What follows belongs to an exercise in optimizing a design on an open flow for small area and a short achievable clock period; a production flow would make more cautious choices.
Only simulation tests tie the RTL to the original design; equivalence was not proved.
No activity file was given, so power comes from the tool's default toggle rates.

--- standard.sh ---
#!/bin/bash
# synth_recipe.tcl (not shown) runs the flow's synth.tcl, then flattens the netlist and writes it again
# the make line also repeats each setting of config.mk as NAME=value (left out here)
make -C /OpenROAD-flow-scripts/flow DESIGN_CONFIG=/design/flow/config.mk WORK_HOME=/design/flow/orfs CLKGATE_MAP_FILE= SYNTH_SCRIPT=/design/flow/synth_recipe.tcl "${@:-finish}"
--- constraint.sdc ---
create_clock -name core_clock -period 10.0 [get_ports {clk}]
set_input_delay 2.0000 -clock core_clock [delete_from_list [all_inputs] [get_ports {clk}]]
set_output_delay 2.0000 -clock core_clock [all_outputs]
set_load 0.01 [all_outputs]
--- config.mk ---
export PLATFORM = sky130hd
export DESIGN_NAME = SIMD
export DESIGN_NICKNAME = SIMD
export VERILOG_FILES = /design/flow/design.v
export SDC_FILE = /design/flow/constraint.sdc
export NUM_CORES = 4
export LEC_CHECK = 0
export CAP_MARGIN = 20
export CORE_MARGIN = 2
export CORE_UTILIZATION = 60
export CTS_CLUSTER_DIAMETER = 150
export CTS_CLUSTER_SIZE = 20
export SLEW_MARGIN = 20
--- flow/run.sh ---
#!/bin/bash
set -euo pipefail
bash standard.sh SETUP_SLACK_MARGIN=5.5 finish > make_finish.log 2>&1
--- design.v ---
module simd_addsub(
input  [15:0] a,
input  [15:0] b,
input  [1:0]  w,
input         sub,
output [15:0] s
);
wire [15:0] y = sub ? ~b : b;
wire p1 = (w != 2'd0);
wire p2 = (w == 2'd2);
wire [20:0] fx = {a[15:12], p1 | sub, a[11:8], p2 | sub, a[7:4], p1 | sub, a[3:0], sub};
wire [20:0] fy = {y[15:12], ~p1 & sub, y[11:8], ~p2 & sub, y[7:4], ~p1 & sub, y[3:0], sub};
wire [20:0] fs = fx + fy;
assign s = {fs[19:16], fs[14:11], fs[9:6], fs[4:1]};
endmodule
module simd_booth_enc(
  input  [15:0] b,
  input         m4, m8, m16,
  output [7:0]  one, two, neg
);
  wire nm4 = ~m4, nm8 = ~m8, nm16 = ~m16;
  assign one[0] = b[0];
  assign two[0] = b[1] & ~b[0];
  assign neg[0] = b[1];
  wire bm1 = b[1];
  assign one[1] = b[2] ^ bm1;
  assign two[1] = (b[3] & ~b[2] & ~bm1) | (~b[3] & b[2] & bm1);
  assign neg[1] = b[3];
  wire bm2 = (b[3] & nm4);
  assign one[2] = b[4] ^ bm2;
  assign two[2] = (b[5] & ~b[4] & ~bm2) | (~b[5] & b[4] & bm2);
  assign neg[2] = b[5];
  wire bm3 = b[5];
  assign one[3] = b[6] ^ bm3;
  assign two[3] = (b[7] & ~b[6] & ~bm3) | (~b[7] & b[6] & bm3);
  assign neg[3] = b[7];
  wire bm4 = (b[7] & m16);
  assign one[4] = b[8] ^ bm4;
  assign two[4] = (b[9] & ~b[8] & ~bm4) | (~b[9] & b[8] & bm4);
  assign neg[4] = b[9];
  wire bm5 = b[9];
  assign one[5] = b[10] ^ bm5;
  assign two[5] = (b[11] & ~b[10] & ~bm5) | (~b[11] & b[10] & bm5);
  assign neg[5] = b[11];
  wire bm6 = (b[11] & nm4);
  assign one[6] = b[12] ^ bm6;
  assign two[6] = (b[13] & ~b[12] & ~bm6) | (~b[13] & b[12] & bm6);
  assign neg[6] = b[13];
  wire bm7 = b[13];
  assign one[7] = b[14] ^ bm7;
  assign two[7] = (b[15] & ~b[14] & ~bm7) | (~b[15] & b[14] & bm7);
  assign neg[7] = b[15];
endmodule
module simd_mul(
  input  [15:0] a,
  input  [7:0]  one, two, neg,
  input  [31:0] x,
  input         r,
  input         m4, m8, m16,
  output [15:0] pl, pl1,
  output [15:0] hx, hy,
  output        hc
);
  wire nm4 = ~m4, nm8 = ~m8, nm16 = ~m16;
  wire t0 = (one[0] & a[0]) ^ neg[0];
  wire t1 = ((one[0] & a[1]) | (two[0] & a[0])) ^ neg[0];
  wire t2 = ((one[0] & a[2]) | (two[0] & a[1])) ^ neg[0];
  wire t3 = ((one[0] & a[3]) | (two[0] & a[2])) ^ neg[0];
  wire t4 = (m4 & (~(((one[0] | two[0]) & a[3]) ^ neg[0]))) | (nm4 & (((one[0] & a[4]) | (two[0] & a[3])) ^ neg[0]));
  wire t5 = one[0] & nm4;
  wire t6 = two[0] & nm4;
  wire t7 = neg[0] & nm4;
  wire t8 = ((t5 & a[5]) | (t6 & a[4])) ^ t7;
  wire t9 = ((t5 & a[6]) | (t6 & a[5])) ^ t7;
  wire t10 = ((t5 & a[7]) | (t6 & a[6])) ^ t7;
  wire t11 = (m8 & (~(((one[0] | two[0]) & a[7]) ^ neg[0]))) | (m16 & (((one[0] & a[8]) | (two[0] & a[7])) ^ neg[0]));
  wire t12 = one[0] & m16;
  wire t13 = two[0] & m16;
  wire t14 = neg[0] & m16;
  wire t15 = ((t12 & a[9]) | (t13 & a[8])) ^ t14;
  wire t16 = ((t12 & a[10]) | (t13 & a[9])) ^ t14;
  wire t17 = ((t12 & a[11]) | (t13 & a[10])) ^ t14;
  wire t18 = ((t12 & a[12]) | (t13 & a[11])) ^ t14;
  wire t19 = ((t12 & a[13]) | (t13 & a[12])) ^ t14;
  wire t20 = ((t12 & a[14]) | (t13 & a[13])) ^ t14;
  wire t21 = ((t12 & a[15]) | (t13 & a[14])) ^ t14;
  wire t22 = m16 & ~(((t12 | t13) & a[15]) ^ t14);
  wire t23 = (one[1] & a[0]) ^ neg[1];
  wire t24 = ((one[1] & a[1]) | (two[1] & a[0])) ^ neg[1];
  wire t25 = ((one[1] & a[2]) | (two[1] & a[1])) ^ neg[1];
  wire t26 = ((one[1] & a[3]) | (two[1] & a[2])) ^ neg[1];
  wire t27 = (m4 & (~(((one[1] | two[1]) & a[3]) ^ neg[1]))) | (nm4 & (((one[1] & a[4]) | (two[1] & a[3])) ^ neg[1]));
  wire t28 = one[1] & nm4;
  wire t29 = two[1] & nm4;
  wire t30 = neg[1] & nm4;
  wire t31 = ((t28 & a[5]) | (t29 & a[4])) ^ t30;
  wire t32 = ((t28 & a[6]) | (t29 & a[5])) ^ t30;
  wire t33 = ((t28 & a[7]) | (t29 & a[6])) ^ t30;
  wire t34 = (m8 & (~(((one[1] | two[1]) & a[7]) ^ neg[1]))) | (m16 & (((one[1] & a[8]) | (two[1] & a[7])) ^ neg[1]));
  wire t35 = one[1] & m16;
  wire t36 = two[1] & m16;
  wire t37 = neg[1] & m16;
  wire t38 = ((t35 & a[9]) | (t36 & a[8])) ^ t37;
  wire t39 = ((t35 & a[10]) | (t36 & a[9])) ^ t37;
  wire t40 = ((t35 & a[11]) | (t36 & a[10])) ^ t37;
  wire t41 = ((t35 & a[12]) | (t36 & a[11])) ^ t37;
  wire t42 = ((t35 & a[13]) | (t36 & a[12])) ^ t37;
  wire t43 = ((t35 & a[14]) | (t36 & a[13])) ^ t37;
  wire t44 = ((t35 & a[15]) | (t36 & a[14])) ^ t37;
  wire t45 = m16 & ~(((t35 | t36) & a[15]) ^ t37);
  wire t46 = one[2] & nm4;
  wire t47 = two[2] & nm4;
  wire t48 = neg[2] & nm4;
  wire t49 = (t46 & a[0]) ^ t48;
  wire t50 = ((t46 & a[1]) | (t47 & a[0])) ^ t48;
  wire t51 = ((t46 & a[2]) | (t47 & a[1])) ^ t48;
  wire t52 = ((t46 & a[3]) | (t47 & a[2])) ^ t48;
  wire t53 = (m4 & ((one[2] & a[4]) ^ neg[2])) | (nm4 & (((one[2] & a[4]) | (two[2] & a[3])) ^ neg[2]));
  wire t54 = ((one[2] & a[5]) | (two[2] & a[4])) ^ neg[2];
  wire t55 = ((one[2] & a[6]) | (two[2] & a[5])) ^ neg[2];
  wire t56 = ((one[2] & a[7]) | (two[2] & a[6])) ^ neg[2];
  wire t57 = (nm16 & (~(((one[2] | two[2]) & a[7]) ^ neg[2]))) | (m16 & (((one[2] & a[8]) | (two[2] & a[7])) ^ neg[2]));
  wire t58 = one[2] & m16;
  wire t59 = two[2] & m16;
  wire t60 = neg[2] & m16;
  wire t61 = ((t58 & a[9]) | (t59 & a[8])) ^ t60;
  wire t62 = ((t58 & a[10]) | (t59 & a[9])) ^ t60;
  wire t63 = ((t58 & a[11]) | (t59 & a[10])) ^ t60;
  wire t64 = ((t58 & a[12]) | (t59 & a[11])) ^ t60;
  wire t65 = ((t58 & a[13]) | (t59 & a[12])) ^ t60;
  wire t66 = ((t58 & a[14]) | (t59 & a[13])) ^ t60;
  wire t67 = ((t58 & a[15]) | (t59 & a[14])) ^ t60;
  wire t68 = m16 & ~(((t58 | t59) & a[15]) ^ t60);
  wire t69 = one[3] & nm4;
  wire t70 = two[3] & nm4;
  wire t71 = neg[3] & nm4;
  wire t72 = (t69 & a[0]) ^ t71;
  wire t73 = ((t69 & a[1]) | (t70 & a[0])) ^ t71;
  wire t74 = ((t69 & a[2]) | (t70 & a[1])) ^ t71;
  wire t75 = ((t69 & a[3]) | (t70 & a[2])) ^ t71;
  wire t76 = (m4 & ((one[3] & a[4]) ^ neg[3])) | (nm4 & (((one[3] & a[4]) | (two[3] & a[3])) ^ neg[3]));
  wire t77 = ((one[3] & a[5]) | (two[3] & a[4])) ^ neg[3];
  wire t78 = ((one[3] & a[6]) | (two[3] & a[5])) ^ neg[3];
  wire t79 = ((one[3] & a[7]) | (two[3] & a[6])) ^ neg[3];
  wire t80 = (nm16 & (~(((one[3] | two[3]) & a[7]) ^ neg[3]))) | (m16 & (((one[3] & a[8]) | (two[3] & a[7])) ^ neg[3]));
  wire t81 = one[3] & m16;
  wire t82 = two[3] & m16;
  wire t83 = neg[3] & m16;
  wire t84 = ((t81 & a[9]) | (t82 & a[8])) ^ t83;
  wire t85 = ((t81 & a[10]) | (t82 & a[9])) ^ t83;
  wire t86 = ((t81 & a[11]) | (t82 & a[10])) ^ t83;
  wire t87 = ((t81 & a[12]) | (t82 & a[11])) ^ t83;
  wire t88 = ((t81 & a[13]) | (t82 & a[12])) ^ t83;
  wire t89 = ((t81 & a[14]) | (t82 & a[13])) ^ t83;
  wire t90 = ((t81 & a[15]) | (t82 & a[14])) ^ t83;
  wire t91 = m16 & ~(((t81 | t82) & a[15]) ^ t83);
  wire t92 = one[4] & m16;
  wire t93 = two[4] & m16;
  wire t94 = neg[4] & m16;
  wire t95 = (t92 & a[0]) ^ t94;
  wire t96 = ((t92 & a[1]) | (t93 & a[0])) ^ t94;
  wire t97 = ((t92 & a[2]) | (t93 & a[1])) ^ t94;
  wire t98 = ((t92 & a[3]) | (t93 & a[2])) ^ t94;
  wire t99 = ((t92 & a[4]) | (t93 & a[3])) ^ t94;
  wire t100 = ((t92 & a[5]) | (t93 & a[4])) ^ t94;
  wire t101 = ((t92 & a[6]) | (t93 & a[5])) ^ t94;
  wire t102 = ((t92 & a[7]) | (t93 & a[6])) ^ t94;
  wire t103 = (nm16 & ((one[4] & a[8]) ^ neg[4])) | (m16 & (((one[4] & a[8]) | (two[4] & a[7])) ^ neg[4]));
  wire t104 = ((one[4] & a[9]) | (two[4] & a[8])) ^ neg[4];
  wire t105 = ((one[4] & a[10]) | (two[4] & a[9])) ^ neg[4];
  wire t106 = ((one[4] & a[11]) | (two[4] & a[10])) ^ neg[4];
  wire t107 = (m4 & (~(((one[4] | two[4]) & a[11]) ^ neg[4]))) | (nm4 & (((one[4] & a[12]) | (two[4] & a[11])) ^ neg[4]));
  wire t108 = one[4] & nm4;
  wire t109 = two[4] & nm4;
  wire t110 = neg[4] & nm4;
  wire t111 = ((t108 & a[13]) | (t109 & a[12])) ^ t110;
  wire t112 = ((t108 & a[14]) | (t109 & a[13])) ^ t110;
  wire t113 = ((t108 & a[15]) | (t109 & a[14])) ^ t110;
  wire t114 = nm4 & ~(((t108 | t109) & a[15]) ^ t110);
  wire t115 = one[5] & m16;
  wire t116 = two[5] & m16;
  wire t117 = neg[5] & m16;
  wire t118 = (t115 & a[0]) ^ t117;
  wire t119 = ((t115 & a[1]) | (t116 & a[0])) ^ t117;
  wire t120 = ((t115 & a[2]) | (t116 & a[1])) ^ t117;
  wire t121 = ((t115 & a[3]) | (t116 & a[2])) ^ t117;
  wire t122 = ((t115 & a[4]) | (t116 & a[3])) ^ t117;
  wire t123 = ((t115 & a[5]) | (t116 & a[4])) ^ t117;
  wire t124 = ((t115 & a[6]) | (t116 & a[5])) ^ t117;
  wire t125 = ((t115 & a[7]) | (t116 & a[6])) ^ t117;
  wire t126 = (nm16 & ((one[5] & a[8]) ^ neg[5])) | (m16 & (((one[5] & a[8]) | (two[5] & a[7])) ^ neg[5]));
  wire t127 = ((one[5] & a[9]) | (two[5] & a[8])) ^ neg[5];
  wire t128 = ((one[5] & a[10]) | (two[5] & a[9])) ^ neg[5];
  wire t129 = ((one[5] & a[11]) | (two[5] & a[10])) ^ neg[5];
  wire t130 = (m4 & (~(((one[5] | two[5]) & a[11]) ^ neg[5]))) | (nm4 & (((one[5] & a[12]) | (two[5] & a[11])) ^ neg[5]));
  wire t131 = one[5] & nm4;
  wire t132 = two[5] & nm4;
  wire t133 = neg[5] & nm4;
  wire t134 = ((t131 & a[13]) | (t132 & a[12])) ^ t133;
  wire t135 = ((t131 & a[14]) | (t132 & a[13])) ^ t133;
  wire t136 = ((t131 & a[15]) | (t132 & a[14])) ^ t133;
  wire t137 = nm4 & ~(((t131 | t132) & a[15]) ^ t133);
  wire t138 = one[6] & m16;
  wire t139 = two[6] & m16;
  wire t140 = neg[6] & m16;
  wire t141 = (t138 & a[0]) ^ t140;
  wire t142 = ((t138 & a[1]) | (t139 & a[0])) ^ t140;
  wire t143 = ((t138 & a[2]) | (t139 & a[1])) ^ t140;
  wire t144 = ((t138 & a[3]) | (t139 & a[2])) ^ t140;
  wire t145 = ((t138 & a[4]) | (t139 & a[3])) ^ t140;
  wire t146 = ((t138 & a[5]) | (t139 & a[4])) ^ t140;
  wire t147 = ((t138 & a[6]) | (t139 & a[5])) ^ t140;
  wire t148 = ((t138 & a[7]) | (t139 & a[6])) ^ t140;
  wire t149 = (m8 & ((one[6] & a[8]) ^ neg[6])) | (m16 & (((one[6] & a[8]) | (two[6] & a[7])) ^ neg[6]));
  wire t150 = one[6] & nm4;
  wire t151 = two[6] & nm4;
  wire t152 = neg[6] & nm4;
  wire t153 = ((t150 & a[9]) | (t151 & a[8])) ^ t152;
  wire t154 = ((t150 & a[10]) | (t151 & a[9])) ^ t152;
  wire t155 = ((t150 & a[11]) | (t151 & a[10])) ^ t152;
  wire t156 = (m4 & ((one[6] & a[12]) ^ neg[6])) | (nm4 & (((one[6] & a[12]) | (two[6] & a[11])) ^ neg[6]));
  wire t157 = ((one[6] & a[13]) | (two[6] & a[12])) ^ neg[6];
  wire t158 = ((one[6] & a[14]) | (two[6] & a[13])) ^ neg[6];
  wire t159 = ((one[6] & a[15]) | (two[6] & a[14])) ^ neg[6];
  wire t160 = ~(((one[6] | two[6]) & a[15]) ^ neg[6]);
  wire t161 = one[7] & m16;
  wire t162 = two[7] & m16;
  wire t163 = neg[7] & m16;
  wire t164 = (t161 & a[0]) ^ t163;
  wire t165 = ((t161 & a[1]) | (t162 & a[0])) ^ t163;
  wire t166 = ((t161 & a[2]) | (t162 & a[1])) ^ t163;
  wire t167 = ((t161 & a[3]) | (t162 & a[2])) ^ t163;
  wire t168 = ((t161 & a[4]) | (t162 & a[3])) ^ t163;
  wire t169 = ((t161 & a[5]) | (t162 & a[4])) ^ t163;
  wire t170 = ((t161 & a[6]) | (t162 & a[5])) ^ t163;
  wire t171 = ((t161 & a[7]) | (t162 & a[6])) ^ t163;
  wire t172 = (m8 & ((one[7] & a[8]) ^ neg[7])) | (m16 & (((one[7] & a[8]) | (two[7] & a[7])) ^ neg[7]));
  wire t173 = one[7] & nm4;
  wire t174 = two[7] & nm4;
  wire t175 = neg[7] & nm4;
  wire t176 = ((t173 & a[9]) | (t174 & a[8])) ^ t175;
  wire t177 = ((t173 & a[10]) | (t174 & a[9])) ^ t175;
  wire t178 = ((t173 & a[11]) | (t174 & a[10])) ^ t175;
  wire t179 = (m4 & ((one[7] & a[12]) ^ neg[7])) | (nm4 & (((one[7] & a[12]) | (two[7] & a[11])) ^ neg[7]));
  wire t180 = ((one[7] & a[13]) | (two[7] & a[12])) ^ neg[7];
  wire t181 = ((one[7] & a[14]) | (two[7] & a[13])) ^ neg[7];
  wire t182 = ((one[7] & a[15]) | (two[7] & a[14])) ^ neg[7];
  wire t183 = ~(((one[7] | two[7]) & a[15]) ^ neg[7]);
  wire t184 = (m4 & neg[0]) | (m8 & neg[0]) | (m16 & neg[0]);
  wire t185 = (m4 & neg[1]) | (m8 & neg[1]) | (m16 & neg[1]);
  wire t186 = (m8 & neg[2]) | (m16 & neg[2]);
  wire t187 = (m8 & neg[3]) | (m16 & neg[3]);
  wire t188 = (m4 & neg[2]) | (m16 & neg[4]);
  wire t189 = (m4 & neg[3]) | (m16 & neg[5]);
  wire t190 = (m16 & neg[6]);
  wire t191 = (m16 & neg[7]);
  wire t192 = (m4 & neg[4]) | (m8 & neg[4]);
  wire t193 = (m4 & neg[5]) | (m8 & neg[5]);
  wire t194 = (m8 & neg[6]);
  wire t195 = (m8 & neg[7]);
  wire t196 = (m4 & neg[6]);
  wire t197 = (m4 & neg[7]);
  wire t198 = x[0] ^ t184;
  wire t199 = x[0] & t184;
  wire t200 = x[1] ^ t1;
  wire t201 = x[1] & t1;
  wire fs202, fc202;
  assign {fc202, fs202} = {1'b0, x[2]} + {1'b0, t185} + {1'b0, t2};
  wire t203 = t23 ^ t201;
  wire t204 = t23 & t201;
  wire fs205, fc205;
  assign {fc205, fs205} = {1'b0, x[3]} + {1'b0, t3} + {1'b0, t24};
  wire t206 = fc202 ^ t204;
  wire t207 = fc202 & t204;
  wire fs208, fc208;
  assign {fc208, fs208} = {1'b0, x[4]} + {1'b0, t186} + {1'b0, t25};
  wire fs209, fc209;
  assign {fc209, fs209} = {1'b0, t49} + {1'b0, t4} + {1'b0, fc205};
  wire t210 = fs208 ^ t207;
  wire t211 = fs208 & t207;
  wire fs212, fc212;
  assign {fc212, fs212} = {1'b0, x[5]} + {1'b0, t8} + {1'b0, t26};
  wire fs213, fc213;
  assign {fc213, fs213} = {1'b0, t50} + {1'b0, fc208} + {1'b0, fs212};
  wire t214 = fc209 ^ t211;
  wire t215 = fc209 & t211;
  wire fs216, fc216;
  assign {fc216, fs216} = {1'b0, x[6]} + {1'b0, t187} + {1'b0, t9};
  wire fs217, fc217;
  assign {fc217, fs217} = {1'b0, t51} + {1'b0, t72} + {1'b0, t27};
  wire fs218, fc218;
  assign {fc218, fs218} = {1'b0, fc212} + {1'b0, fs216} + {1'b0, fs217};
  wire t219 = fc213 ^ t215;
  wire t220 = fc213 & t215;
  wire fs221, fc221;
  assign {fc221, fs221} = {1'b0, x[7]} + {1'b0, t10} + {1'b0, t31};
  wire t222 = fc221 & nm4;
  wire fs223, fc223;
  assign {fc223, fs223} = {1'b0, t52} + {1'b0, t73} + {1'b0, fc216};
  wire t224 = fc223 & nm4;
  wire fs225, fc225;
  assign {fc225, fs225} = {1'b0, fs221} + {1'b0, fc217} + {1'b0, fs223};
  wire t226 = fc225 & nm4;
  wire t227 = fc218 ^ t220;
  wire t228 = fc218 & t220;
  wire t229 = t228 & nm4;
  wire fs230, fc230;
  assign {fc230, fs230} = {1'b0, x[8]} + {1'b0, t188} + {1'b0, t32};
  wire fs231, fc231;
  assign {fc231, fs231} = {1'b0, t74} + {1'b0, t95} + {1'b0, t11};
  wire fs232, fc232;
  assign {fc232, fs232} = {1'b0, t53} + {1'b0, fs230} + {1'b0, t222};
  wire fs233, fc233;
  assign {fc233, fs233} = {1'b0, fs231} + {1'b0, t224} + {1'b0, fs232};
  wire t234 = t226 ^ fs233;
  wire t235 = t226 & fs233;
  wire fs236, fc236;
  assign {fc236, fs236} = {1'b0, x[9]} + {1'b0, t15} + {1'b0, t33};
  wire fs237, fc237;
  assign {fc237, fs237} = {1'b0, t54} + {1'b0, t75} + {1'b0, t96};
  wire fs238, fc238;
  assign {fc238, fs238} = {1'b0, fc230} + {1'b0, fs236} + {1'b0, fs237};
  wire fs239, fc239;
  assign {fc239, fs239} = {1'b0, fc231} + {1'b0, fs238} + {1'b0, fc232};
  wire t240 = fc233 ^ fs239;
  wire t241 = fc233 & fs239;
  wire fs242, fc242;
  assign {fc242, fs242} = {1'b0, x[10]} + {1'b0, t189} + {1'b0, t16};
  wire fs243, fc243;
  assign {fc243, fs243} = {1'b0, t55} + {1'b0, t97} + {1'b0, t118};
  wire fs244, fc244;
  assign {fc244, fs244} = {1'b0, t34} + {1'b0, t76} + {1'b0, fc236};
  wire fs245, fc245;
  assign {fc245, fs245} = {1'b0, fc237} + {1'b0, fs242} + {1'b0, fs243};
  wire fs246, fc246;
  assign {fc246, fs246} = {1'b0, fc238} + {1'b0, fs244} + {1'b0, fs245};
  wire t247 = fs246 ^ fc239;
  wire t248 = fs246 & fc239;
  wire fs249, fc249;
  assign {fc249, fs249} = {1'b0, x[11]} + {1'b0, t17} + {1'b0, t38};
  wire fs250, fc250;
  assign {fc250, fs250} = {1'b0, t56} + {1'b0, t77} + {1'b0, t98};
  wire fs251, fc251;
  assign {fc251, fs251} = {1'b0, t119} + {1'b0, fc242} + {1'b0, fc243};
  wire fs252, fc252;
  assign {fc252, fs252} = {1'b0, fs249} + {1'b0, fs250} + {1'b0, fc244};
  wire fs253, fc253;
  assign {fc253, fs253} = {1'b0, fc245} + {1'b0, fs251} + {1'b0, fc246};
  wire t254 = fs252 ^ t248;
  wire t255 = fs252 & t248;
  wire fs256, fc256;
  assign {fc256, fs256} = {1'b0, x[12]} + {1'b0, t190} + {1'b0, t18};
  wire fs257, fc257;
  assign {fc257, fs257} = {1'b0, t39} + {1'b0, t78} + {1'b0, t99};
  wire fs258, fc258;
  assign {fc258, fs258} = {1'b0, t120} + {1'b0, t141} + {1'b0, t57};
  wire fs259, fc259;
  assign {fc259, fs259} = {1'b0, fc249} + {1'b0, fc250} + {1'b0, fs256};
  wire fs260, fc260;
  assign {fc260, fs260} = {1'b0, fs257} + {1'b0, fs258} + {1'b0, fc251};
  wire fs261, fc261;
  assign {fc261, fs261} = {1'b0, fs259} + {1'b0, fc252} + {1'b0, fs260};
  wire t262 = fc253 ^ fs261;
  wire t263 = fc253 & fs261;
  wire fs264, fc264;
  assign {fc264, fs264} = {1'b0, x[13]} + {1'b0, t19} + {1'b0, t40};
  wire fs265, fc265;
  assign {fc265, fs265} = {1'b0, t61} + {1'b0, t79} + {1'b0, t100};
  wire fs266, fc266;
  assign {fc266, fs266} = {1'b0, t121} + {1'b0, t142} + {1'b0, fc256};
  wire fs267, fc267;
  assign {fc267, fs267} = {1'b0, fc257} + {1'b0, fs264} + {1'b0, fs265};
  wire fs268, fc268;
  assign {fc268, fs268} = {1'b0, fc258} + {1'b0, fc259} + {1'b0, fs266};
  wire fs269, fc269;
  assign {fc269, fs269} = {1'b0, fs267} + {1'b0, fc260} + {1'b0, fs268};
  wire t270 = fc261 ^ fs269;
  wire t271 = fc261 & fs269;
  wire fs272, fc272;
  assign {fc272, fs272} = {1'b0, x[14]} + {1'b0, t191} + {1'b0, t20};
  wire fs273, fc273;
  assign {fc273, fs273} = {1'b0, t41} + {1'b0, t62} + {1'b0, t101};
  wire fs274, fc274;
  assign {fc274, fs274} = {1'b0, t122} + {1'b0, t143} + {1'b0, t164};
  wire fs275, fc275;
  assign {fc275, fs275} = {1'b0, t80} + {1'b0, fc264} + {1'b0, fc265};
  wire fs276, fc276;
  assign {fc276, fs276} = {1'b0, fs272} + {1'b0, fs273} + {1'b0, fs274};
  wire fs277, fc277;
  assign {fc277, fs277} = {1'b0, fc266} + {1'b0, fc267} + {1'b0, fs275};
  wire fs278, fc278;
  assign {fc278, fs278} = {1'b0, fs276} + {1'b0, fc268} + {1'b0, fs277};
  wire t279 = fc269 ^ fs278;
  wire t280 = fc269 & fs278;
  wire fs281, fc281;
  assign {fc281, fs281} = {1'b0, x[15]} + {1'b0, t21} + {1'b0, t42};
  wire t282 = fc281 & m16;
  wire fs283, fc283;
  assign {fc283, fs283} = {1'b0, t63} + {1'b0, t84} + {1'b0, t102};
  wire t284 = fc283 & m16;
  wire fs285, fc285;
  assign {fc285, fs285} = {1'b0, t123} + {1'b0, t144} + {1'b0, t165};
  wire t286 = fc285 & m16;
  wire fs287, fc287;
  assign {fc287, fs287} = {1'b0, fc272} + {1'b0, fc273} + {1'b0, fc274};
  wire t288 = fc287 & m16;
  wire fs289, fc289;
  assign {fc289, fs289} = {1'b0, fs281} + {1'b0, fs283} + {1'b0, fs285};
  wire t290 = fc289 & m16;
  wire fs291, fc291;
  assign {fc291, fs291} = {1'b0, fc275} + {1'b0, fc276} + {1'b0, fs287};
  wire t292 = fc291 & m16;
  wire fs293, fc293;
  assign {fc293, fs293} = {1'b0, fs289} + {1'b0, fc277} + {1'b0, fs291};
  wire t294 = fc293 & m16;
  wire t295 = fc278 ^ fs293;
  wire t296 = fc278 & fs293;
  wire t297 = t296 & m16;
  wire fs298, fc298;
  assign {fc298, fs298} = {1'b0, x[16]} + {1'b0, t192} + {1'b0, t22};
  wire fs299, fc299;
  assign {fc299, fs299} = {1'b0, t43} + {1'b0, t64} + {1'b0, t85};
  wire fs300, fc300;
  assign {fc300, fs300} = {1'b0, t124} + {1'b0, t145} + {1'b0, t166};
  wire fs301, fc301;
  assign {fc301, fs301} = {1'b0, t103} + {1'b0, fs298} + {1'b0, fs299};
  wire fs302, fc302;
  assign {fc302, fs302} = {1'b0, fs300} + {1'b0, t282} + {1'b0, t284};
  wire fs303, fc303;
  assign {fc303, fs303} = {1'b0, t286} + {1'b0, fs301} + {1'b0, t288};
  wire fs304, fc304;
  assign {fc304, fs304} = {1'b0, t290} + {1'b0, fs302} + {1'b0, t292};
  wire fs305, fc305;
  assign {fc305, fs305} = {1'b0, fs303} + {1'b0, t294} + {1'b0, fs304};
  wire fs306, fc306;
  assign {fc306, fs306} = {1'b0, x[17]} + {1'b0, t44} + {1'b0, t65};
  wire fs307, fc307;
  assign {fc307, fs307} = {1'b0, t86} + {1'b0, t104} + {1'b0, t125};
  wire fs308, fc308;
  assign {fc308, fs308} = {1'b0, t146} + {1'b0, t167} + {1'b0, fc298};
  wire fs309, fc309;
  assign {fc309, fs309} = {1'b0, fc299} + {1'b0, fc300} + {1'b0, fs306};
  wire fs310, fc310;
  assign {fc310, fs310} = {1'b0, fs307} + {1'b0, fc301} + {1'b0, fs308};
  wire fs311, fc311;
  assign {fc311, fs311} = {1'b0, fs309} + {1'b0, fc302} + {1'b0, fs310};
  wire fs312, fc312;
  assign {fc312, fs312} = {1'b0, fc303} + {1'b0, fs311} + {1'b0, fc304};
  wire fs313, fc313;
  assign {fc313, fs313} = {1'b0, x[18]} + {1'b0, t193} + {1'b0, t45};
  wire fs314, fc314;
  assign {fc314, fs314} = {1'b0, t66} + {1'b0, t87} + {1'b0, t105};
  wire fs315, fc315;
  assign {fc315, fs315} = {1'b0, t147} + {1'b0, t168} + {1'b0, t126};
  wire fs316, fc316;
  assign {fc316, fs316} = {1'b0, fc306} + {1'b0, fc307} + {1'b0, fs313};
  wire fs317, fc317;
  assign {fc317, fs317} = {1'b0, fs314} + {1'b0, fs315} + {1'b0, fc308};
  wire fs318, fc318;
  assign {fc318, fs318} = {1'b0, fc309} + {1'b0, fs316} + {1'b0, fc310};
  wire fs319, fc319;
  assign {fc319, fs319} = {1'b0, fs317} + {1'b0, fc311} + {1'b0, fs318};
  wire fs320, fc320;
  assign {fc320, fs320} = {1'b0, x[19]} + {1'b0, t67} + {1'b0, t88};
  wire fs321, fc321;
  assign {fc321, fs321} = {1'b0, t106} + {1'b0, t127} + {1'b0, t148};
  wire fs322, fc322;
  assign {fc322, fs322} = {1'b0, t169} + {1'b0, fc313} + {1'b0, fc314};
  wire fs323, fc323;
  assign {fc323, fs323} = {1'b0, fs320} + {1'b0, fs321} + {1'b0, fc315};
  wire fs324, fc324;
  assign {fc324, fs324} = {1'b0, fc316} + {1'b0, fs322} + {1'b0, fs323};
  wire fs325, fc325;
  assign {fc325, fs325} = {1'b0, fc317} + {1'b0, fs324} + {1'b0, fc318};
  wire fs326, fc326;
  assign {fc326, fs326} = {1'b0, x[20]} + {1'b0, t194} + {1'b0, t68};
  wire fs327, fc327;
  assign {fc327, fs327} = {1'b0, t89} + {1'b0, t128} + {1'b0, t170};
  wire fs328, fc328;
  assign {fc328, fs328} = {1'b0, t107} + {1'b0, t149} + {1'b0, fc320};
  wire fs329, fc329;
  assign {fc329, fs329} = {1'b0, fc321} + {1'b0, fs326} + {1'b0, fs327};
  wire fs330, fc330;
  assign {fc330, fs330} = {1'b0, fc322} + {1'b0, fs328} + {1'b0, fs329};
  wire fs331, fc331;
  assign {fc331, fs331} = {1'b0, fc323} + {1'b0, fs330} + {1'b0, fc324};
  wire fs332, fc332;
  assign {fc332, fs332} = {1'b0, x[21]} + {1'b0, t90} + {1'b0, t111};
  wire fs333, fc333;
  assign {fc333, fs333} = {1'b0, t129} + {1'b0, t153} + {1'b0, t171};
  wire fs334, fc334;
  assign {fc334, fs334} = {1'b0, fc326} + {1'b0, fc327} + {1'b0, fs332};
  wire fs335, fc335;
  assign {fc335, fs335} = {1'b0, fs333} + {1'b0, fc328} + {1'b0, fc329};
  wire fs336, fc336;
  assign {fc336, fs336} = {1'b0, fs334} + {1'b0, fc330} + {1'b0, fs335};
  wire fs337, fc337;
  assign {fc337, fs337} = {1'b0, x[22]} + {1'b0, t195} + {1'b0, t91};
  wire fs338, fc338;
  assign {fc338, fs338} = {1'b0, t112} + {1'b0, t154} + {1'b0, t130};
  wire fs339, fc339;
  assign {fc339, fs339} = {1'b0, t172} + {1'b0, fc332} + {1'b0, fc333};
  wire fs340, fc340;
  assign {fc340, fs340} = {1'b0, fs337} + {1'b0, fs338} + {1'b0, fc334};
  wire fs341, fc341;
  assign {fc341, fs341} = {1'b0, fs339} + {1'b0, fc335} + {1'b0, fs340};
  wire fs342, fc342;
  assign {fc342, fs342} = {1'b0, x[23]} + {1'b0, t113} + {1'b0, t134};
  wire t343 = fc342 & nm4;
  wire fs344, fc344;
  assign {fc344, fs344} = {1'b0, t155} + {1'b0, t176} + {1'b0, fc337};
  wire t345 = fc344 & nm4;
  wire fs346, fc346;
  assign {fc346, fs346} = {1'b0, fs342} + {1'b0, fc338} + {1'b0, fc339};
  wire t347 = fc346 & nm4;
  wire fs348, fc348;
  assign {fc348, fs348} = {1'b0, fs344} + {1'b0, fc340} + {1'b0, fs346};
  wire t349 = fc348 & nm4;
  wire fs350, fc350;
  assign {fc350, fs350} = {1'b0, x[24]} + {1'b0, t196} + {1'b0, t114};
  wire fs351, fc351;
  assign {fc351, fs351} = {1'b0, t135} + {1'b0, t177} + {1'b0, t156};
  wire fs352, fc352;
  assign {fc352, fs352} = {1'b0, fs350} + {1'b0, t343} + {1'b0, fs351};
  wire fs353, fc353;
  assign {fc353, fs353} = {1'b0, t345} + {1'b0, fs352} + {1'b0, t347};
  wire fs354, fc354;
  assign {fc354, fs354} = {1'b0, x[25]} + {1'b0, t136} + {1'b0, t157};
  wire fs355, fc355;
  assign {fc355, fs355} = {1'b0, t178} + {1'b0, fc350} + {1'b0, fs354};
  wire fs356, fc356;
  assign {fc356, fs356} = {1'b0, fc351} + {1'b0, fs355} + {1'b0, fc352};
  wire fs357, fc357;
  assign {fc357, fs357} = {1'b0, x[26]} + {1'b0, t197} + {1'b0, t137};
  wire fs358, fc358;
  assign {fc358, fs358} = {1'b0, t158} + {1'b0, t179} + {1'b0, fc354};
  wire fs359, fc359;
  assign {fc359, fs359} = {1'b0, fs357} + {1'b0, fc355} + {1'b0, fs358};
  wire fs360, fc360;
  assign {fc360, fs360} = {1'b0, x[27]} + {1'b0, t159} + {1'b0, t180};
  wire fs361, fc361;
  assign {fc361, fs361} = {1'b0, fc357} + {1'b0, fs360} + {1'b0, fc358};
  wire fs362, fc362;
  assign {fc362, fs362} = {1'b0, x[28]} + {1'b0, t160} + {1'b0, t181};
  wire t363 = fc360 ^ fs362;
  wire t364 = fc360 & fs362;
  wire fs365, fc365;
  assign {fc365, fs365} = {1'b0, x[29]} + {1'b0, t182} + {1'b0, fc362};
  wire t366 = x[30] ^ t183;
  wire t367 = x[30] & t183;
  wire t368 = t0 & t198;
  wire t369 = t199 & t200;
  wire t370 = fs202 & t203;
  wire t371 = fs205 & t206;
  wire t372 = fs209 & t210;
  wire t373 = fs213 & t214;
  wire t374 = fs218 & t219;
  wire t375 = fs225 & t227;
  wire t376 = t229 & t234;
  wire t377 = t235 & t240;
  wire t378 = t241 & t247;
  wire t379 = fs253 & t254;
  wire t380 = t255 & t262;
  wire t381 = t263 & t270;
  wire t382 = t271 & t279;
  wire t383 = t280 & t295;
  wire t384 = t0 ^ t198;
  wire t385 = t199 ^ t200;
  wire t386 = fs202 ^ t203;
  wire t387 = fs205 ^ t206;
  wire t388 = fs209 ^ t210;
  wire t389 = fs213 ^ t214;
  wire t390 = fs218 ^ t219;
  wire t391 = fs225 ^ t227;
  wire t392 = t229 ^ t234;
  wire t393 = t235 ^ t240;
  wire t394 = t241 ^ t247;
  wire t395 = fs253 ^ t254;
  wire t396 = t255 ^ t262;
  wire t397 = t263 ^ t270;
  wire t398 = t271 ^ t279;
  wire t399 = t280 ^ t295;
  wire t400 = t369 | (t385 & t368);
  wire t401 = t370 | (t386 & t369);
  wire t402 = t386 & t385;
  wire t403 = t371 | (t387 & t370);
  wire t404 = t387 & t386;
  wire t405 = t372 | (t388 & t371);
  wire t406 = t388 & t387;
  wire t407 = t373 | (t389 & t372);
  wire t408 = t389 & t388;
  wire t409 = t374 | (t390 & t373);
  wire t410 = t390 & t389;
  wire t411 = t375 | (t391 & t374);
  wire t412 = t391 & t390;
  wire t413 = 1'b0 | (nm4 & t375);
  wire t414 = nm4 & t391;
  wire t415 = t376 | (t392 & 1'b0);
  wire t416 = t392 & nm4;
  wire t417 = t377 | (t393 & t376);
  wire t418 = t393 & t392;
  wire t419 = t378 | (t394 & t377);
  wire t420 = t394 & t393;
  wire t421 = t379 | (t395 & t378);
  wire t422 = t395 & t394;
  wire t423 = t380 | (t396 & t379);
  wire t424 = t396 & t395;
  wire t425 = t381 | (t397 & t380);
  wire t426 = t397 & t396;
  wire t427 = t382 | (t398 & t381);
  wire t428 = t398 & t397;
  wire t429 = t383 | (t399 & t382);
  wire t430 = t399 & t398;
  wire t431 = t401 | (t402 & t368);
  wire t432 = t403 | (t404 & t400);
  wire t433 = t405 | (t406 & t401);
  wire t434 = t406 & t402;
  wire t435 = t407 | (t408 & t403);
  wire t436 = t408 & t404;
  wire t437 = t409 | (t410 & t405);
  wire t438 = t410 & t406;
  wire t439 = t411 | (t412 & t407);
  wire t440 = t412 & t408;
  wire t441 = t413 | (t414 & t409);
  wire t442 = t414 & t410;
  wire t443 = t415 | (t416 & t411);
  wire t444 = t416 & t412;
  wire t445 = t417 | (t418 & t413);
  wire t446 = t418 & t414;
  wire t447 = t419 | (t420 & t415);
  wire t448 = t420 & t416;
  wire t449 = t421 | (t422 & t417);
  wire t450 = t422 & t418;
  wire t451 = t423 | (t424 & t419);
  wire t452 = t424 & t420;
  wire t453 = t425 | (t426 & t421);
  wire t454 = t426 & t422;
  wire t455 = t427 | (t428 & t423);
  wire t456 = t428 & t424;
  wire t457 = t429 | (t430 & t425);
  wire t458 = t430 & t426;
  wire t459 = t433 | (t434 & t368);
  wire t460 = t435 | (t436 & t400);
  wire t461 = t437 | (t438 & t431);
  wire t462 = t439 | (t440 & t432);
  wire t463 = t441 | (t442 & t433);
  wire t464 = t442 & t434;
  wire t465 = t443 | (t444 & t435);
  wire t466 = t444 & t436;
  wire t467 = t445 | (t446 & t437);
  wire t468 = t446 & t438;
  wire t469 = t447 | (t448 & t439);
  wire t470 = t448 & t440;
  wire t471 = t449 | (t450 & t441);
  wire t472 = t450 & t442;
  wire t473 = t451 | (t452 & t443);
  wire t474 = t452 & t444;
  wire t475 = t453 | (t454 & t445);
  wire t476 = t454 & t446;
  wire t477 = t455 | (t456 & t447);
  wire t478 = t456 & t448;
  wire t479 = t457 | (t458 & t449);
  wire t480 = t458 & t450;
  wire t481 = t463 | (t464 & t368);
  wire t482 = t465 | (t466 & t400);
  wire t483 = t467 | (t468 & t431);
  wire t484 = t469 | (t470 & t432);
  wire t485 = t471 | (t472 & t459);
  wire t486 = t473 | (t474 & t460);
  wire t487 = t475 | (t476 & t461);
  wire t488 = t477 | (t478 & t462);
  wire t489 = t479 | (t480 & t463);
  wire t490 = t480 & t464;
  wire t491 = t489 | (t490 & t368);
  wire t492 = t384 ^ 1'b0;
  wire t493 = t385 ^ t368;
  wire t494 = t386 ^ t400;
  wire t495 = t387 ^ t431;
  wire t496 = t388 ^ t432;
  wire t497 = t389 ^ t459;
  wire t498 = t390 ^ t460;
  wire t499 = t391 ^ t461;
  wire t500 = nm4 ^ t462;
  wire t501 = t392 ^ t481;
  wire t502 = t393 ^ t482;
  wire t503 = t394 ^ t483;
  wire t504 = t395 ^ t484;
  wire t505 = t396 ^ t485;
  wire t506 = t397 ^ t486;
  wire t507 = t398 ^ t487;
  wire t508 = t399 ^ t488;
  wire t509 = (t384 | r) ^ 1'b0;
  wire t510 = (t385 | r) ^ t368;
  wire t511 = (t386 | r) ^ t400;
  wire t512 = (t387 | r) ^ t431;
  wire t513 = (t388 | r) ^ t432;
  wire t514 = (t389 | r) ^ t459;
  wire t515 = (t390 | r) ^ t460;
  wire t516 = (t391 | r) ^ t461;
  wire t517 = (nm4 | r) ^ t462;
  wire t518 = (t392 | r) ^ t481;
  wire t519 = (t393 | r) ^ t482;
  wire t520 = (t394 | r) ^ t483;
  wire t521 = (t395 | r) ^ t484;
  wire t522 = (t396 | r) ^ t485;
  wire t523 = (t397 | r) ^ t486;
  wire t524 = (t398 | r) ^ t487;
  wire t525 = (t399 | r) ^ t488;
  assign pl = {t508, t507, t506, t505, t504, t503, t502, t501, t499, t498, t497, t496, t495, t494, t493, t492};
  assign pl1 = {t525, t524, t523, t522, t521, t520, t519, t518, t516, t515, t514, t513, t512, t511, t510, t509};
  assign hc = t491 & m16;
  assign hx = {x[31], fc365, t364, fc361, fc359, fc356, fc353, t349, fc341, fc336, fc331, fc325, fc319, fc312, fc305, t297};
  assign hy = {t367, t366, fs365, t363, fs361, fs359, fs356, fs353, fs348, fs341, fs336, fs331, fs325, fs319, fs312, fs305};
endmodule
module simd_shift(
input  [15:0] d,
input  [1:0]  w,
input         right,
input         arith,
output [15:0] q
);
wire s4 = (w == 2'd0);
wire s16 = (w == 2'd2);
wire [15:0] tops = {1'b1, 3'b0, s4, 3'b0, ~s16, 3'b0, s4, 3'b0};
wire [15:0] bots = {3'b0, s4, 3'b0, ~s16, 3'b0, s4, 3'b0, 1'b1};
wire [15:0] rsh = ({1'b0, d[15:1]} & ~tops) | (d & tops & {16{arith}});
wire [15:0] lsh = {d[14:0], 1'b0} & ~bots;
assign q = right ? rsh : lsh;
endmodule
module SIMD(
input [11:0] instruction,
input clk,
input rst,
output [31:0] outputvalue
);
reg  [11:8] cmd;             
reg  rst_d;                  
reg  [255:0] rf;             
reg  [15:0] ra;              
reg  [7:0]  e_one, e_two, e_neg;    
reg  [31:0] e_x;             
reg  e_m4, e_m8, e_m16;       
reg  [3:0] e_dst;
reg  [15:0] res_l, out_l, out_h;
reg  [15:0] w_hx, w_hy;      
reg  w_hc, w_k24;            
reg  [15:0] sel_a;
reg  [3:0]  sel_w, sel_b, sel_c;
wire [11:0] ins = instruction;
wire [3:0] ins_a = (ins[11:10] == 2'b10) ? {ins[3:2], ins[1:0]} : {ins[7:6], ins[1:0]};
always @(posedge clk) begin
  sel_a <= 16'd1 << ins_a;
  sel_w <= 4'd1 << ins[7:6];
  sel_b <= 4'd1 << ins[3:2];
  sel_c <= 4'd1 << ins[5:4];
end
wire [3:0] op = cmd[11:8];
wire [1:0] w  = {sel_w[2] | sel_w[3], sel_w[1] | sel_w[3]};
wire [1:0] fc = {sel_c[2] | sel_c[3], sel_c[1] | sel_c[3]};
wire       fb0 = sel_b[1] | sel_b[3];
wire nop = rst | rst_d;
wire mul = ~nop & (op[3:1] == 3'd1);
reg [15:0] rd_a, rd_b, rd_c;
reg [15:0] bank [0:3];
integer r, k;
always @* begin
  rd_a = 16'd0;
  for (r = 0; r < 16; r = r + 1)
    rd_a = rd_a | ({16{sel_a[r]}} & rf[16*r +: 16]);
  for (k = 0; k < 4; k = k + 1) begin
    bank[k] = 16'd0;
    for (r = 0; r < 4; r = r + 1)
      bank[k] = bank[k] | ({16{sel_w[r]}} & rf[16*(4*r+k) +: 16]);
  end
  rd_b = 16'd0;
  rd_c = 16'd0;
  for (k = 0; k < 4; k = k + 1) begin
    rd_b = rd_b | ({16{sel_b[k]}} & bank[k]);
    rd_c = rd_c | ({16{sel_c[k]}} & bank[k]);
  end
end
wire [15:0] as_out;
simd_addsub as(.a(rd_a), .b(rd_b), .w(w), .sub(op == 4'd1), .s(as_out));
wire [15:0] sh_out;
simd_shift sh(.d(rd_a), .w(w), .right(fb0), .arith(op == 4'd6), .q(sh_out));
wire [15:0] pre = ({16{~nop & (op[3:1] == 3'd0)}} & as_out)
                | ({16{~nop & ((op == 4'd4) | (op == 4'd6))}} & sh_out)
                | ({16{~nop & (op == 4'd8)}}  & (rd_a & rd_c))
                | ({16{~nop & (op == 4'd9)}}  & (rd_a | rd_c))
                | ({16{~nop & (op == 4'd10)}} & (rd_a ^ rd_c))
                | ({16{~nop & (op == 4'd11)}} & ~rd_a);
wire m4 = sel_w[0], m8 = sel_w[1], m16 = sel_w[2] | sel_w[3];
wire [7:0] one, two, neg;
simd_booth_enc be(.b(rd_b), .m4(m4), .m8(m8), .m16(m16), .one(one), .two(two), .neg(neg));
wire [3:0] par4 = {^rd_b[15:12], ^rd_b[11:8], ^rd_b[7:4], ^rd_b[3:0]};
wire [1:0] par8 = {par4[3] ^ par4[2], par4[1] ^ par4[0]};
wire par16 = par8[1] ^ par8[0];
wire [3:0] q;
assign q[0] = ~(rd_a[3] & par4[0]);
assign q[1] = m4 ? ~(rd_a[7] & par4[1]) : ~(rd_a[7] & par8[0]);
assign q[2] = ~(rd_a[11] & par4[2]);
assign q[3] = m4 ? ~(rd_a[15] & par4[3]) : m8 ? ~(rd_a[15] & par8[1]) : ~(rd_a[15] & par16);
wire [15:0] c = (op == 4'd3) ? rd_c : 16'd0;
wire [31:0] x4 = {q[3], 1'b0, 1'b1, ~c[15], c[15:12], q[2], 1'b0, 1'b1, ~c[11], c[11:8],
                  q[1], 1'b0, 1'b1, ~c[7],  c[7:4],   q[0], 1'b0, 1'b1, ~c[3],  c[3:0]};
wire [31:0] x8 = {q[3], 1'b0, 1'b1, 1'b0, 1'b1, 1'b0, 1'b1, ~c[15], c[15:8],
                  q[1], 1'b0, 1'b1, 1'b0, 1'b1, 1'b0, 1'b1, ~c[7],  c[7:0]};
wire [31:0] x16 = {q[3], 1'b0, 1'b1, 1'b0, 1'b1, 1'b0, 1'b1, 1'b0, 1'b1, 1'b0, 1'b1,
                   1'b0, 1'b1, 1'b0, 1'b1, ~c[15], c[15:0]};
wire [31:0] x = ~mul ? {16'hAAAB, pre} : m4 ? x4 : m8 ? x8 : x16;
always @(posedge clk) begin
  ra <= rd_a;
  e_one <= one & {8{mul}};
  e_two <= two & {8{mul}};
  e_neg <= neg & {8{mul}};
  e_x <= x;
  e_m4 <= mul & m4;
  e_m8 <= mul & m8;
  e_m16 <= ~mul | m16;
  e_dst <= nop ? 4'd0 : {w, fc};
  rst_d <= rst;
  cmd <= instruction[11:8];
end
wire [15:0] res, res1, hx, hy;
wire hc;
simd_mul mu(.a(ra), .one(e_one), .two(e_two), .neg(e_neg), .x(e_x), .r(rst_d),
            .m4(e_m4), .m8(e_m8), .m16(e_m16), .pl(res), .pl1(res1), .hx(hx), .hy(hy), .hc(hc));
wire [17:0] hs = {w_hx[15:8], w_k24, w_hx[7:0], w_hc} + {w_hy[15:8], 1'b0, w_hy[7:0], w_hc};
integer i;
always @(posedge clk) begin
  res_l <= res;
  w_hx <= hx;
  w_hy <= hy;
  w_hc <= hc;
  w_k24 <= ~e_m4;
  out_l <= res_l;
  out_h <= {hs[17:10], hs[8:1]};
  for (i = 0; i < 16; i = i + 1)
    if (rst_d | (e_dst == i))
      rf[16*i +: 16] <= (res1 & rf_init(i)) | (res & ~rf_init(i));
end
function [15:0] rf_init(input integer r);
  case (r)
    1:  rf_init = 16'b0001_1000_1000_0100;
    2:  rf_init = 16'b1110_0110_0110_1100;
    4:  rf_init = 16'b0010_0111_0100_1100;
    5:  rf_init = 16'b1101_1000_1000_0101;
    8:  rf_init = 16'b0001_0110_0100_1010;
    9:  rf_init = 16'b1111_1010_1010_0100;
    13: rf_init = 16'b0001_1000_1000_0100;
    default: rf_init = 16'b0;
  endcase
endfunction
assign outputvalue = {out_h, out_l};
endmodule
==> out/metrics.yaml, run 1 <==
synth:
  async_flop_share: 0
  synthDistinctLibCells: 69
  ys_seq_elements: 447
  synth-seq-area-share: 0.437
  syn_avg_cell_area_um2: 10.6
  synth_edf_count: 256
  syn_nets: 2731
  synth_ff_type: "edfxtp_1"
  syn_inst: 2487
  yosys_warnings: 2
  syn_area_um2: 26400
global_routing:
  grt_max_degree: 69
  grt_pass1_vias: 20200
  grt_overflow: 0
  grt_use_total: 0.395
  antenna_found_initial: 0
  grt_pass1_wl_um: 131000
placed_design:
  place_congestion: 0.947
  hpwl_um: 58800
  numPortBuffers: 45
  pre_cts_slack_ps: 4680
clock_network:
  clock-sinks: 447
  htree_levels: 1
  clkLatencyLatePin_ps: 610
  cts_buffer_depth: 3
  root_buffer: "clkbuf_16"
  cts_tree: "yes"
  clkTransAtPathRegs_ps: 90
  ctsHoldBuffers: 0
  cts_inserted_buffers: 26
routing:
  dr.pass1.iters: 8
  wl_um: 89700
  met1Wirelength_um: 32200
  drtAntennaViolNets: 0
  maxUsedRoutingLayer: "met4"
  vias: 21100
  drt_iter0_drc: 3089
  via_per_inst: 6.81
  met3WireLength_um: 11900
  drc: 0
  wl_per_cell_um: 29.0
  dr_wl_met2_um: 39600
cells_and_area:
  fill_cells: 3365
  antenna-diode-count: 0
  drive_gt1_frac: 0.125
  nets: 2737
  synthToLayoutAreaGrowth_pct: 11.5
timing:
  final_max_slew_viol_count: 0
  setup_viol: 0
  max_freq_mhz: 220
  worst_pin_slew_ps: 1250
  finalCriticalPeriod_ps: 4560
  fin_crit_sh: 0.456
  hold_violations: 0
  setup_tns_ps: 0
  setup_ws_ps: 5440
  rsz0062_at_grt: "true"
  clock_skew_ps: 25.0
  slew_headroom: 0.168
power_and_ir_drop:
  p_leak_nw: 11.2
  ir_drop_mv: 0.171
  power_density_nw_per_um2: 174
  finalPower_w: 0.00512
floorplanning:
  core_area_um2: 43300
  die_w_um: 214
  fp.dieH_um: 214
  pin_count: 46
  core.rowCount: 76
  start_util: 0.609
  die_area_um2: 45600
critical_path:
  cp.required_ps: 10370
  start_kind: "register"
  path_max_fanout: 14
  worstPathCellList: "buf_4, a22oi_2, xor2_1, fa_2, fa_1, fa_1, inv_1, ha_1, ha_4, ha_4, or3_4, a211oi_4, o31ai_2, a21oi_2, buf_6, xnor2_4, buf_12"
  critPathArrivalTime_ps: 4920
  path_class: "reg2reg"
  path_delay_family: "adder cells"
  critPathCaptureType: "register"
  crit_buf_inv: 4
  critPathSlowestCell: "fa_1"
  crit_path_max_incr_delay_ps: 520
min_path:
  hold_path.class: "reg2reg"
job:
  maxCapViolCount: 0
run_status:
  status: "timing/DRC/antenna clean"
[report_power, final]
| part | internal, W | switching (W) | leakage [nW] |
|---|---|---|---|
| registers | 0.00228 | 0.000192 | 4.21 |
| clock network | 0.000494 | 0.000623 | 0.358 |
| logic | 0.000596 | 0.000934 | 6.66 |
[layout by cell type (no fill, tap or decap), drive strengths merged, types with 27 or more instances in the layout]
cell type	instances
xor2	68
and2	27
edfxtp	256
a22oi	346
buf	128
ha	111
nand2	224
clkdlybuf4s50	45
a22o	49
a21oi	57
clkbuf	44
nand3	37
dfxtp	191
xnor2	151
o21ai	43
nor2b	29
inv	168
a221oi	48
fa	119
nor2	135
[kinds of logic after synthesis]
logic type	count (synthesis)	share of synthesized area
AND/OR/NAND/NOR	535	0.0916
multiplexers	24	0.0143
XOR/XNOR	219	0.0728
adder cells (fa/ha/maj)	230	0.143
flip-flops	447	0.437
AO/OA/AOI/OAI	663	0.188
buffers and inverters	369	0.0535
[sequential cells by signal, indices dropped and copies added (netlist names), 8 cells and up]
signal and cells:
rf 256, e_x 30, out_h 16, out_l 16, ra 16, res_l 16
sel_a 16, w_hx 16, w_hy 15, e_neg 8, e_one 8, e_two 8
[synthesized netlist by cell type (5+ instances only)]
cell      number  area [µm²]
nand4_1       11        68.8
a21o_1        20         150
or3_1          6        37.5
a22o_1        49         429
fa_1         119        2380
and3_1         8        50.1
inv_1        169         634
or2_2         11        68.8
a31o_2         8        70.1
a221oi_1      48         420
dfxtp_1      191        3820
ha_1         111        1390
nor2_1       135         507
a21oi_1       56         280
o21ai_0       43         215
o211ai_1      12        90.1
o21a_1         7        52.6
xor2_1        68         596
nand2_1      223         837
nand3_1       37         185
nor3_1        21         105
nor2b_1       29         181
a22oi_1      344        2580
clkbuf_1     163         612
buf_1         31         116
o221ai_1       5        43.8
a211oi_1       8        60.1
edfxtp_1     256        7690
and2_1        27         169
mux4_2        11         248
a221o_1        7        70.1
o22ai_1       11        68.8
nand2b_1      10        62.6
mux2i_1       13         130
a31oi_1        5        31.3
xnor2_1      151        1320
[final timing paths]
check	from	to	slack, ps	cells after the start
worst max register to register	ra[5]	rf[143]	5440	17
worst min register to register	res_l[11]	out_l[11]	330	0
worst min-delay path	res_l[11]	out_l[11]	330	0
worst max-delay path	ra[5]	rf[143]	5440	17
[cell type report]
cell class	instances	area, µm²	share of cell area
multi-input cells	1671	14000	0.476
well taps	585	732	0.0249
repair inverters	1	5.00	0.000170
clock buffers	42	711	0.0242
inverters	169	638	0.0217
repair buffers	177	1630	0.0556
clock inverters	2	46.3	0.00158
flip-flops and latches	447	11600	0.396
[routing by layer]
| metal | track usage | up-vias |
|---|---|---|
| li1 | - | 8954 |
| met4 | 0.213 | 0 |
| met1 | 0.516 | 10200 |
| met3 | 0.110 | 352 |
| met5 | 0 | - |
| met2 | 0.599 | 1515 |
[stage by stage]
step | cell area (µm²) | cells | hold WS [ps] | utilization
finish | 29400 | 3094 | 332 | 0.679
global route | 29400 | 3094 | 337 | 0.679
CTS | 29000 | 3078 | 335 | 0.670
detailed placement | 27400 | 2983 | 314 | 0.633
global placement | 27400 | 2983 | 310 | 0.633
floorplan | 26600 | 2487 | 310 | -
[what timing repair did]
| item | CTS | global route |
|---|---|---|
| cloned | 3 | 1 |
| hold endpoints to repair | 0 | 0 |
| buffers inserted | 48 | 15 |
| pin swaps | 18 | 34 |
| endpoints found under the setup margin | 156 | 140 |
| gates resized for setup | 106 | 45 |
==> run 2, diff against run 1 <==
--- a/config.mk
+++ b/config.mk
@@ -12,2 +12,3 @@
 export CTS_CLUSTER_SIZE = 20
+export PLACE_DENSITY = 0.75
 export SLEW_MARGIN = 20
==> run 2 against run 1 <==
  * Still clean on timing, DRC and antenna
  * Clock skew grew 8.6 ps
  * Area after synthesis stayed put
  * Global-route usage fell by 0.21 points
  * Final cell count rose by 0.97%
  * Die area unchanged
  * Highest routed layer is now met5
==> out/metrics.yaml, run 2 <==
run_status:
  status: "timing/DRC/antenna clean"
cells_and_area:
  final_common_cell: "a22oi_1"
  final_cell_mix: "a22oi_1, edfxtp_1, nand2_1, inv_1, dfxtp_1"
  largest_reg_flops: 256  # unchanged
  regArea_um2: 11600  # about the same
  top_register: "rf"
  fill_cells: 3154  # -6.3%
  synthToLayoutAreaGrowth_pct: 13.3
  top_regs: "rf (256), e_x (30)"
  nets: 2768  # +1.1%
  final_core_util: 0.690  # +0.0108
  multi_input_area_um2: 14100  # +1.1%
  drive_gt1_frac: 0.147  # +0.0226
  antenna-diode-count: 0  # unchanged
placed_design:
  place_congestion: 1.00  # +5.7%
  hpwl_um: 57400  # -2.4%
  numPortBuffers: 45  # unchanged
clock_network:
  cts_buffer_depth: 3  # unchanged
  cts_tree: "yes"
  ctsHoldBuffers: 0  # unchanged
  root_buffer: "clkbuf_16"
  cts_inserted_buffers: 26  # unchanged
  clkTransAtPathRegs_ps: 90  # about the same
  htree_levels: 1  # unchanged
  clock-sinks: 447  # unchanged
  clkLatencyLatePin_ps: 620  # about the same
critical_path:
  start_kind: "register"
  critPathArrivalTime_ps: 5100  # +180 ps
  path_class: "reg2reg"
  critPathCaptureType: "register"
  critPathSlowestCell: "fa_1"
  path_max_fanout: 7  # -7
  reg2reg_slack_ps: 5370  # -70 ps
  worstPathCellList: "buf_6, a22oi_1, xnor2_1, nand2_1, fa_1, fa_1, fa_1, fa_1, inv_1, ha_1, ha_4, buf_4, xnor2_4, clkbuf_16"
  crit_path_max_incr_delay_ps: 640  # +120 ps
  cpMostUsedCell: "fa_1"
  r2r_cells: 14  # -3
  reg2reg_from: "ra[5]"
  cp.required_ps: 10470  # +100 ps
  r2r_end: "rf[110]"
  crit_start: "ra[5]"
power_and_ir_drop:
  power_density_nw_per_um2: 172  # -1.2%
  ir_drop_mv: 0.171  # -0.36%
  p_leak_nw: 11.4  # +1.7%
floorplanning:
  start_util: 0.609  # unchanged
  pin_count: 46  # unchanged
  die_area_um2: 45600  # unchanged
  core_area_um2: 43300  # unchanged
  die_w_um: 214  # unchanged
  core.rowCount: 76  # unchanged
  fp.dieH_um: 214  # unchanged
global_routing:
  grt_overflow: 0  # unchanged
  grt_use_total: 0.392  # -0.00210
  antenna_found_initial: 2  # +2
  grt_pass1_vias: 20600  # +2.0%
  grt_max_degree: 69  # unchanged
  grt_pass1_wl_um: 131000  # about the same
timing:
  finalCriticalPeriod_ps: 4630  # +69.8 ps
  setup_tns_ps: 0  # unchanged
  hold_violations: 0  # unchanged
  setup_viol: 0  # unchanged
  worst_pin_slew_ps: 1310  # +57.6 ps
  rsz0062_at_grt: "true"
  max_freq_mhz: 216  # -1.5%
  clock_skew_ps: 33.7  # +8.64 ps
  final_max_slew_viol_count: 0  # unchanged
  slew_headroom: 0.129  # -0.0396
  fin_crit_sh: 0.463  # +0.00698
routing:
  dr.pass1.iters: 6  # -2
  drc: 0  # unchanged
  wl_um: 89300  # -0.43%
  vias: 21600  # +2.3%
  via_per_inst: 6.90  # +1.4%
  drt_iter0_drc: 3426  # +11%
  wl_per_cell_um: 28.6  # -1.4%
  drtAntennaViolNets: 0  # unchanged
synth:
  synth_edf_count: 256  # unchanged
  syn_inst: 2487  # unchanged
  synth_ff_type: "edfxtp_1"
  post-synth-top-count-cell: "a22oi_1"
  ys_seq_elements: 447  # unchanged
  syn_nets: 2731  # unchanged
  synth_top_cell_by_area: "edfxtp_1"
  syn_avg_cell_area_um2: 10.6  # unchanged
  synth_common_cells: "a22oi_1, edfxtp_1, nand2_1"
  synthDistinctLibCells: 69  # unchanged
  syn_area_um2: 26400  # unchanged
  synth_top_area_frac: 0.292  # unchanged
  yosys_warnings: 2  # unchanged
  ys_top_cells_by_area: "edfxtp_1, dfxtp_1, a22oi_1, fa_1, ha_1"
  async_flop_share: 0  # unchanged
  synth-seq-area-share: 0.437  # unchanged
min_path:
  worstHoldStart: "res_l[8]"
  min_to: "out_l[8]"
  hold_path.class: "reg2reg"
  holdPathStages: 0  # unchanged
job:
  maxCapViolCount: 0  # unchanged
## run 2: cell counts after synthesis
No cell type changed its count.
## run 2: critical path: cells and delay by family (launching register included)
family	cells	cell delay (ps)
compound gates	1	240
xor+xnor	2	470
fa+ha+maj	6	2710
buf+inv	4	590
flops	1	370
simple gates	1	100
## run 2: worst max path at each step
stage | to | cells past startpoint
CTS | rf[95] | 17
finish | rf[110] | 14
global route | rf[15] | 17
global placement | rf[15] | 14
floorplan | rf[111] | 17
detailed placement | rf[139] | 13
## run 2: layout make-up
type,count,area share
inverters,169,0.0215
repair inverters,1,0.000168
clock buffers,41,0.0237
multi-input cells,1672,0.474
repair buffers,207,0.0650
flip-flops and latches,447,0.390
well taps,585,0.0245
clock inverters,2,0.00155
## run 2: logic make-up (layout without fill, tap and decap cells)
family | count (synthesis) | in the layout | share of synthesized area
fa+ha+maj | 230 | 230 | 0.143
compound gates | 663 | 663 | 0.188
flops | 447 | 447 | 0.437
mux | 24 | 24 | 0.0143
xor+xnor | 219 | 220 | 0.0728
buf+inv | 369 | 420 | 0.0535
simple gates | 535 | 535 | 0.0916
## run 2: stage by stage
stage	worst slack, ps	instances	cell area, µm²	hold slack, ps	power [W]
3_3_place_gp	4800	2972	27300	311	0.00380
2_1_floorplan	5500	2487	26600	310	0.00330
6_report	5370	3124	29900	331	0.00514
5_1_grt	5310	3124	29900	337	0.00532
3_5_place_dp	4670	2975	27300	315	0.00383
4_1_cts	5470	3092	29200	334	0.00500
## run 2: report_power, final
part,internal [W],total (W),switching (W)
Clock,0.000493,0.00111,0.000617
Combinational,0.000619,0.00156,0.000938
Sequential,0.00228,0.00247,0.000192
## run 2: per-layer routing
layer / global-route usage / up-vias / share of wire
met4: 0.224 / 4 / 0.073
met1: 0.508 / 10300 / 0.35
met2: 0.604 / 1797 / 0.44
li1: - / 9008 / -
met5: 0 / - / 0.00022
met3: 0.0994 / 438 / 0.14
## run 2: timing repair
| action | CTS | global route |
|---|---|---|
| cloned | 4 | 1 |
| resized for setup | 119 | 82 |
| hold endpoints to repair | 0 | 0 |
| endpoints found under the setup margin | 140 | 141 |
| buffers inserted | 70 | 29 |
| pin swaps | 17 | 62 |
==> run 3, diff against run 2 <==
--- a/config.mk
+++ b/config.mk
@@ -12,3 +12,3 @@
 export CTS_CLUSTER_SIZE = 20
-export PLACE_DENSITY = 0.75
 export SLEW_MARGIN = 20
+export TNS_END_PERCENT = 30
==> run 3 against run 2 <==
  * Still clean on timing, DRC and antenna
  * Clock-buffer cell count grew 1
  * Combinational power is essentially flat
  * Core utilization shrank 0.51 points
  * Flip-flop and latch count is the same
  * Via count shrank 0.69%
  * Sequential share of layout area grew 0.30 points
  * Routed wire length grew 2.7%
  * Register-to-register slack gained 90 ps
  * Clock skew shrank 5.6 ps
  * Global-route usage grew 1.0 points
  * Sequential power is essentially flat
  * Worst hold slack gained 1.7 ps
==> out/metrics.yaml, run 3 <==
floorplanning:
  core_area_um2: 43300  # unchanged
  fp.dieH_um: 214  # unchanged
  start_util: 0.609  # unchanged
  die_area_um2: 45600  # unchanged
clock_network:
  clkTransAtPathRegs_ps: 90  # about the same
  cts_buffer_depth: 3  # unchanged
  clkLatencyLatePin_ps: 620  # about the same
  root_buffer: "clkbuf_16"
  cts_tree: "yes"
timing:
  finalCriticalPeriod_ps: 4530  # -95.0 ps
  rsz0062_at_grt: "true"
  hold_violations: 0  # unchanged
  worst_pin_slew_ps: 1200  # -107 ps
  setup_tns_ps: 0  # unchanged
synth:
  synth_top_area_frac: 0.292  # unchanged
  syn_avg_cell_area_um2: 10.6  # unchanged
  synth_edf_count: 256  # unchanged
  post-synth-top-count-cell: "a22oi_1"
  synthDistinctLibCells: 69  # unchanged
  synth_top_cell_by_area: "edfxtp_1"
  syn_nets: 2731  # unchanged
  synth_ff_type: "edfxtp_1"
routing:
  via_per_inst: 6.86  # -0.53%
  drt_iter0_drc: 3559  # +3.9%
  wl_um: 91800  # +2.7%
  wl_per_cell_um: 29.4  # +2.9%
  dr.pass1.iters: 10  # +4
  drtAntennaViolNets: 0  # unchanged
critical_path:
  critPathArrivalTime_ps: 4880  # -220 ps
  critPathCaptureType: "register"
  path_max_fanout: 11  # +4
  crit_start: "ra[10]"
  path_class: "reg2reg"
power_and_ir_drop:
  finalPower_w: 0.00515  # +0.17%
  p_leak_nw: 11.4  # -0.30%
  ir_drop_mv: 0.171  # +0.34%
run_status:
  status: "timing/DRC/antenna clean"
job:
  maxCapViolCount: 0  # unchanged
cells_and_area:
  top_register: "rf"
  largest_reg_flops: 256  # unchanged
  nets: 2760  # -0.29%
  drive_gt1_frac: 0.131  # -0.0158
  synthToLayoutAreaGrowth_pct: 12.4
min_path:
  hold_path.class: "reg2reg"
placed_design:
  numPortBuffers: 45  # unchanged
global_routing:
  grt_pass1_vias: 20500  # -0.53%
  grt_max_degree: 75  # +8.7%
  grt_overflow: 0  # unchanged
  grt_use_total: 0.403  # +0.0101
[run 3: cell count changes in the layout (fill, tap and decap cells not counted), sizes merged]
| cell | previous run | this run |
|---|---|---|
| buf | 159 | 148 |
| clkbuf | 42 | 46 |
| bufinv | 0 | 1 |
| clkinvlp | 3 | 2 |
| diode | 0 | 1 |
| inv | 168 | 169 |
[run 3: final cells by class]
class                           count  area (µm²)  area share
Timing Repair inverter              1        5.00    0.000169
Clock buffer                       42         711      0.0240
Inverter                          169         638      0.0215
Timing Repair Buffer              199        1830      0.0618
Clock inverter                      3        71.3     0.00241
Antenna cell                        1        2.50   0.0000844
Tap cell                          585         732      0.0247
Sequential cell                   447       11600       0.393
Multi-Input combinational cell   1672       14000       0.472
[run 3: cell families after synthesis]
group,count (synthesis),synth area share
mux,24,0.0143
fa+ha+maj,230,0.143
buf+inv,369,0.0535
compound gates,663,0.188
xor+xnor,219,0.0728
flops,447,0.437
simple gates,535,0.0916
[run 3: worst paths after layout]
check / end / cells past startpoint / slack, ps
min: out_l[8] / 0 / 330
max: rf[47] / 14 / 5470
min reg2reg: out_l[8] / 0 / 330
max reg2reg: rf[47] / 14 / 5470
[run 3: where the power goes]
| part | leakage (nW) | internal, W | switching [W] | total (W) |
|---|---|---|---|---|
| clock network | 0.371 | 0.000520 | 0.000617 | 0.00114 |
| registers | 4.21 | 0.00228 | 0.000191 | 0.00247 |
| logic | 6.81 | 0.000590 | 0.000949 | 0.00154 |
| total | 11.4 | 0.00339 | 0.00176 | 0.00515 |
[run 3: layer usage]
metal  vias to the layer above  GRT usage  wire length [µm]
met5                         -    0.00539                 0
met4                         0      0.217              5940
met3                       351      0.111             12700
met2                      1678      0.617             40600
met1                     10400      0.522             32600
li1                       9000          -                 -
[run 3: metrics by stage]
step / util / setup WS (ps) / instances / cell area [µm²]
floorplan: - / 5490 / 2487 / 26600
global placement: 0.632 / 4690 / 2984 / 27400
detailed placement: 0.633 / 4630 / 2985 / 27400
CTS: 0.674 / 5440 / 3101 / 29200
global route: 0.685 / 5310 / 3118 / 29600
finish: 0.685 / 5470 / 3119 / 29600
[run 3: critical path, stage by stage (launching register included)]
cell	delay, ps
dfxtp_4	370
buf_4	160
buf_4	180
a22oi_1	250
xnor2_1	150
nand2_1	80
fa_1	390
fa_1	470
fa_1	520
fa_1	550
inv_1	40
ha_1	380
ha_4	420
nor2_2	110
xor2_4	180
[run 3: timing repair]
item                                    CTS  global route
pin swaps                                14            18
gates resized for setup                 106            44
buffers inserted                         67            13
endpoints found under the hold margin     0             0
hold buffers                              0             0
gates cloned                              4             3
endpoints found under the setup margin  138           140

Re-timed with assumed drivers on the ports (clkbuf_16 on the clock, buf_2 on other inputs), run 3 has 5.470 ns of setup slack against 5.470 ns with ideal ports, and 5.367 ns once port delays also move by the mid clock arrival of 0.661 ns.
